This is an optimization exercise on Yosys and OpenROAD, whose aim is small area, a short achievable clock period and few clock cycles, not a production implementation.
In this exercise RTL edits were held to simulation tests only and were not proved equivalent to the original.

## v31
## encrpytion
module encrpytion        
    # (parameter k = 32)(
    input clk,               
    input rst,               
    input en,                
    input [k-1:0]a,          
    input [2*k-1:0]n,        
    input [k:0]e,            
    output [k-1:0]cipher,    
    output reg ready_flag    
    );
export LEC_CHECK = 0
export ABC_AREA = 1
export CAP_MARGIN = 20
export CORE_MARGIN = 2
export CORE_UTILIZATION = 65
export PLACE_DENSITY = 0.75
export SLEW_MARGIN = 20
create_clock -name core_clock -period 10.0 [get_ports {clk}]
standard.sh (not shown) runs the stock make flow with config.mk's settings and CLKGATE_MAP_FILE= SYNTH_SCRIPT=/design/flow/synth_recipe.tcl, a recipe that flattens the netlist after the stock synthesis.
==> flow/flow/run.sh <==
#!/bin/bash
set -euo pipefail
export BUFFER_PORTS_ARGS="-buffer_cell sky130_fd_sc_hd__buf_1"
export SETUP_SLACK_MARGIN=6
bash standard.sh > standard.log 2>&1
In summary, v31 completed successfully, with a layout that passed the timing, design-rule and antenna checks.
Testbench counts of v31, summed over its fixed seeds: cycles 6,039.
Modified inputs, v33 compared to v31
- swapping 65 for 45 in CORE_UTILIZATION
- swapping 0.75 for 0.6 in PLACE_DENSITY
### Flow results
Between v33 and v31, it is v33 whose share of layout cells above drive strength 1 is lower, by 0.82 points. Between v33 and v31, the difference in final area is negligible. Per the comparison of v33 with v31, final cell count without fillers grew by about 6%; layout overhead on the synthesized area did not really move.
Setup changes, v33 to v23
- putting SETUP_SLACK_MARGIN at 5 where nothing was set
- swapping 45 for 55 in CORE_UTILIZATION
- swapping 0.6 for 0.7 in PLACE_DENSITY
==> flow/flow/run.sh <==
#!/bin/bash
# Standard ORFS layout (the standard.sh, unchanged synthesis); every
# input and output port still gets its own buffer, but a plain buf_1
# instead of the delay buffer buffer_ports picks by itself.
set -euo pipefail
export BUFFER_PORTS_ARGS="-buffer_cell sky130_fd_sc_hd__buf_1"
bash standard.sh > standard.log 2>&1
Findings:
v23 completed every stage of the flow, and the final layout passed the timing, design-rule and antenna checks. Final design utilization in v23 is 6.0 points higher than in v33. Compared with v33, die width in v23 decreased by a little under 10%.
The inputs of v14 differ from those of v23 as listed below.
- SETUP_SLACK_MARGIN: 5 -> unset
==> flow/flow/run.sh <==
#!/bin/bash
set -euo pipefail
export BUFFER_PORTS_ARGS="-buffer_cell sky130_fd_sc_hd__buf_1"
export SETUP_SLACK_MARGIN=6
bash standard.sh > standard.log 2>&1
### Flow results
v23 has lower slew at the pin with the worst max-slew slack than v14. From v23 to v14 the numbers moved as follows: number of non-clock buffers in the layout higher.

encrpytion, a different RTL version from the one above (not shown whole).
Size: roughly 11,000 µm² of cells after synthesis.
Settings: LEC_CHECK=0, ABC_AREA=1, CAP_MARGIN=20, CORE_MARGIN=2, CORE_UTILIZATION=55, CTS_BUF_LIST=sky130_fd_sc_hd__clkbuf_8, CTS_CLUSTER_SIZE=30, PLACE_DENSITY=0.7, SETUP_SLACK_MARGIN=5, SLEW_MARGIN=20; clock period 10.0 ns.
==> flow/flow/run.sh <==
#!/bin/bash
# Standard ORFS layout (the standard.sh, unchanged synthesis); every
# input and output port still gets its own buffer, but a plain buf_1
# instead of the delay buffer buffer_ports picks by itself.
set -euo pipefail
export BUFFER_PORTS_ARGS="-buffer_cell sky130_fd_sc_hd__buf_1"
bash standard.sh > standard.log 2>&1
The starting point finished clean.
Testbench counts at the start, summed over its fixed seeds: cycles 6,240.
Rerun with:
==> flow/flow/run.sh (replaced) <==
#!/bin/bash
# Standard ORFS layout (the standard.sh, unchanged synthesis) with
# ORFS's power/area recovery step enabled after global-route timing repair.
set -euo pipefail
export RECOVER_POWER=100
bash standard.sh > standard.log 2>&1
CTS_BUF_LIST = default   (was sky130_fd_sc_hd__clkbuf_8)
CTS_CLUSTER_SIZE = default   (was 30)
What happened: With this change the flow completed and failed the layout checks on capacitance limit, slew limit. Cell count barely changes. Critical path depth rises by 2. Sequential share of layout area falls by 1.5 points. Worst setup slack degrades by 2100 ps. Worst hold slack improves by 18 ps. Design area rises by a little under a tenth. Clock skew falls by 12 ps. Sequential cell count is unchanged. Non-clock buffer count falls by 1.
Rerun with:
==> flow/run.sh (new file) <==
#!/bin/bash
# synth_recipe.tcl (not shown) runs the flow's synth.tcl, then flattens the netlist and writes it again
# the make line also repeats each setting of config.mk as NAME=value (left out here)
make -C /OpenROAD-flow-scripts/flow DESIGN_CONFIG=/design/flow/config.mk WORK_HOME=/design/flow/orfs CLKGATE_MAP_FILE= SYNTH_SCRIPT=/design/flow/synth_recipe.tcl finish
ABC_AREA = default   (was 1)
removed: flow/flow/run.sh
removed: flow/standard.sh
=>
- The changed run completed with no timing, DRC or antenna violations
- core utilization went up by 0.65 points
- first-iteration DRC count went down by a quarter to a third
- clock skew stays flat
- design area went up slightly
- worst hold slack is better by 4.7 ps
- worst setup slack is better by 2000 ps
- global-route usage went down by 1.7 points
- critical path depth went down by 12
Rerun with:
==> flow/flow/run.sh (new file) <==
#!/bin/bash
# Standard ORFS layout (the standard.sh, unchanged synthesis), same clock
# and constraints, with:
#  - every port buffered with a plain buf_1 (instead of a delay buffer);
#  - a timing-oriented restructure of the long paths after floorplan,
#    mapped onto the platform's cells less those it marks don't-use.
set -euo pipefail
export BUFFER_PORTS_ARGS="-buffer_cell sky130_fd_sc_hd__buf_1"
export POST_FLOORPLAN_TCL=$PWD/flow/restructure.tcl
mkdir -p orfs/objects/sky130hd/encrpytion/base/rmp
python3 flow/filter_lib.py $FLOW_HOME/platforms/sky130hd/lib/sky130_fd_sc_hd__tt_025C_1v80.lib \
  orfs/objects/sky130hd/encrpytion/base/rmp/hd_no_dont_use.lib > filter_lib.log 2>&1
bash standard.sh > standard.log 2>&1
==> flow/flow/filter_lib.py (new file) <==
#!/usr/bin/env python3
# Copy a liberty file without the cells the platform marks don't-use
# (lpflow_* and probe cells), for restructure's ABC mapping.
import re, sys
src, dst = sys.argv[1], sys.argv[2]
txt = open(src).read()
out = []
pos = 0
pat = re.compile(r'\n\s*cell\s*\(\s*"?([A-Za-z0-9_]+)"?\s*\)\s*\{')
removed = 0
for m in pat.finditer(txt):
    if m.start() < pos:
        continue
    name = m.group(1)
    if 'lpflow' not in name and 'probe' not in name:
        continue
    # find the matching closing brace of this cell group
    depth = 0
    i = m.end() - 1
    while True:
        c = txt[i]
        if c == '{':
            depth += 1
        elif c == '}':
            depth -= 1
            if depth == 0:
                break
        i += 1
    out.append(txt[pos:m.start()])
    pos = i + 1
    removed += 1
out.append(txt[pos:])
open(dst, 'w').write(''.join(out))
print("removed %d cells" % removed)
==> flow/flow/restructure.tcl (new file) <==
# After floorplan: resynthesise the logic on long paths for timing with
# OpenROAD's restructure (registers are left as they are). Timing repair in
# the later stages recovers the clock period.
set lib $::env(OBJECTS_DIR)/rmp/hd_no_dont_use.lib
puts "restructure: area before"
report_design_area
restructure -target timing -slack_threshold 5.5 -liberty_file $lib \
  -tielo_port sky130_fd_sc_hd__conb_1/LO -tiehi_port sky130_fd_sc_hd__conb_1/HI \
  -work_dir $::env(OBJECTS_DIR)/rmp -abc_logfile $::env(LOG_DIR)/2_1_rmp_abc.log
puts "restructure: area after"
report_design_area
==> flow/standard.sh (new file) <==
#!/bin/bash
# synth_recipe.tcl (not shown) runs the flow's synth.tcl, then flattens the netlist and writes it again
# the make line also repeats each setting of config.mk as NAME=value (left out here)
make -C /OpenROAD-flow-scripts/flow DESIGN_CONFIG=/design/flow/config.mk WORK_HOME=/design/flow/orfs CLKGATE_MAP_FILE= SYNTH_SCRIPT=/design/flow/synth_recipe.tcl "${@:-finish}"
ABC_AREA = 1   (was default)
removed: flow/run.sh
Outcome: Utilization decreases by 4.6 points. Worst setup slack improves by 83 ps.

## what the ideal ports hide
No port has a modelled driver above. Below, the same layouts with a new extraction and two added sets of constraints.
Step 1 (the two cells are an assumption about what drives the block):
set clk [get_ports {clk}]
set_driving_cell -lib_cell sky130_fd_sc_hd__clkbuf_16 $clk
set_driving_cell -lib_cell sky130_fd_sc_hd__buf_2 [delete_from_list [all_inputs] $clk]
Step 2, shift: input delay + t, output delay - t, t = (earliest + latest rising clock arrival at the registers) / 2. This alone moves slack from input paths to output paths.
Slacks: no drivers / after step 1 / after step 2; pairs: no drivers / after step 1.
run | t, ns | setup slack, ns | hold WS [ns] | latest minus earliest clock arrival (ns)
v31 | 0.411 | 5.938 / 5.938 / 5.938 | 0.520 / 0.520 / 0.520 | 0.015 / 0.014
v33 | 0.407 | 6.060 / 6.060 / 6.060 | 0.538 / 0.538 / 0.538 | 0.009 / 0.009
v23 | 0.415 | 5.341 / 5.341 / 5.341 | 0.541 / 0.541 / 0.541 | 0.011 / 0.010
v14 | 0.418 | 5.992 / 5.992 / 5.992 | 0.540 / 0.540 / 0.540 | 0.008 / 0.008
the first run of note 2 | 0.444 | 5.282 / 5.282 / 5.282 | 0.542 / 0.542 / 0.542 | 0.021 / 0.020
the second run of note 2 | 0.410 | 3.165 / 3.165 / 3.165 | 0.560 / 0.560 / 0.560 | 0.009 / 0.009
the third run of note 2 | 0.408 | 5.213 / 5.213 / 5.213 | 0.565 / 0.565 / 0.565 | 0.010 / 0.010
the fourth run of note 2 | 0.409 | 5.295 / 5.295 / 5.295 | 0.547 / 0.547 / 0.547 | 0.012 / 0.012
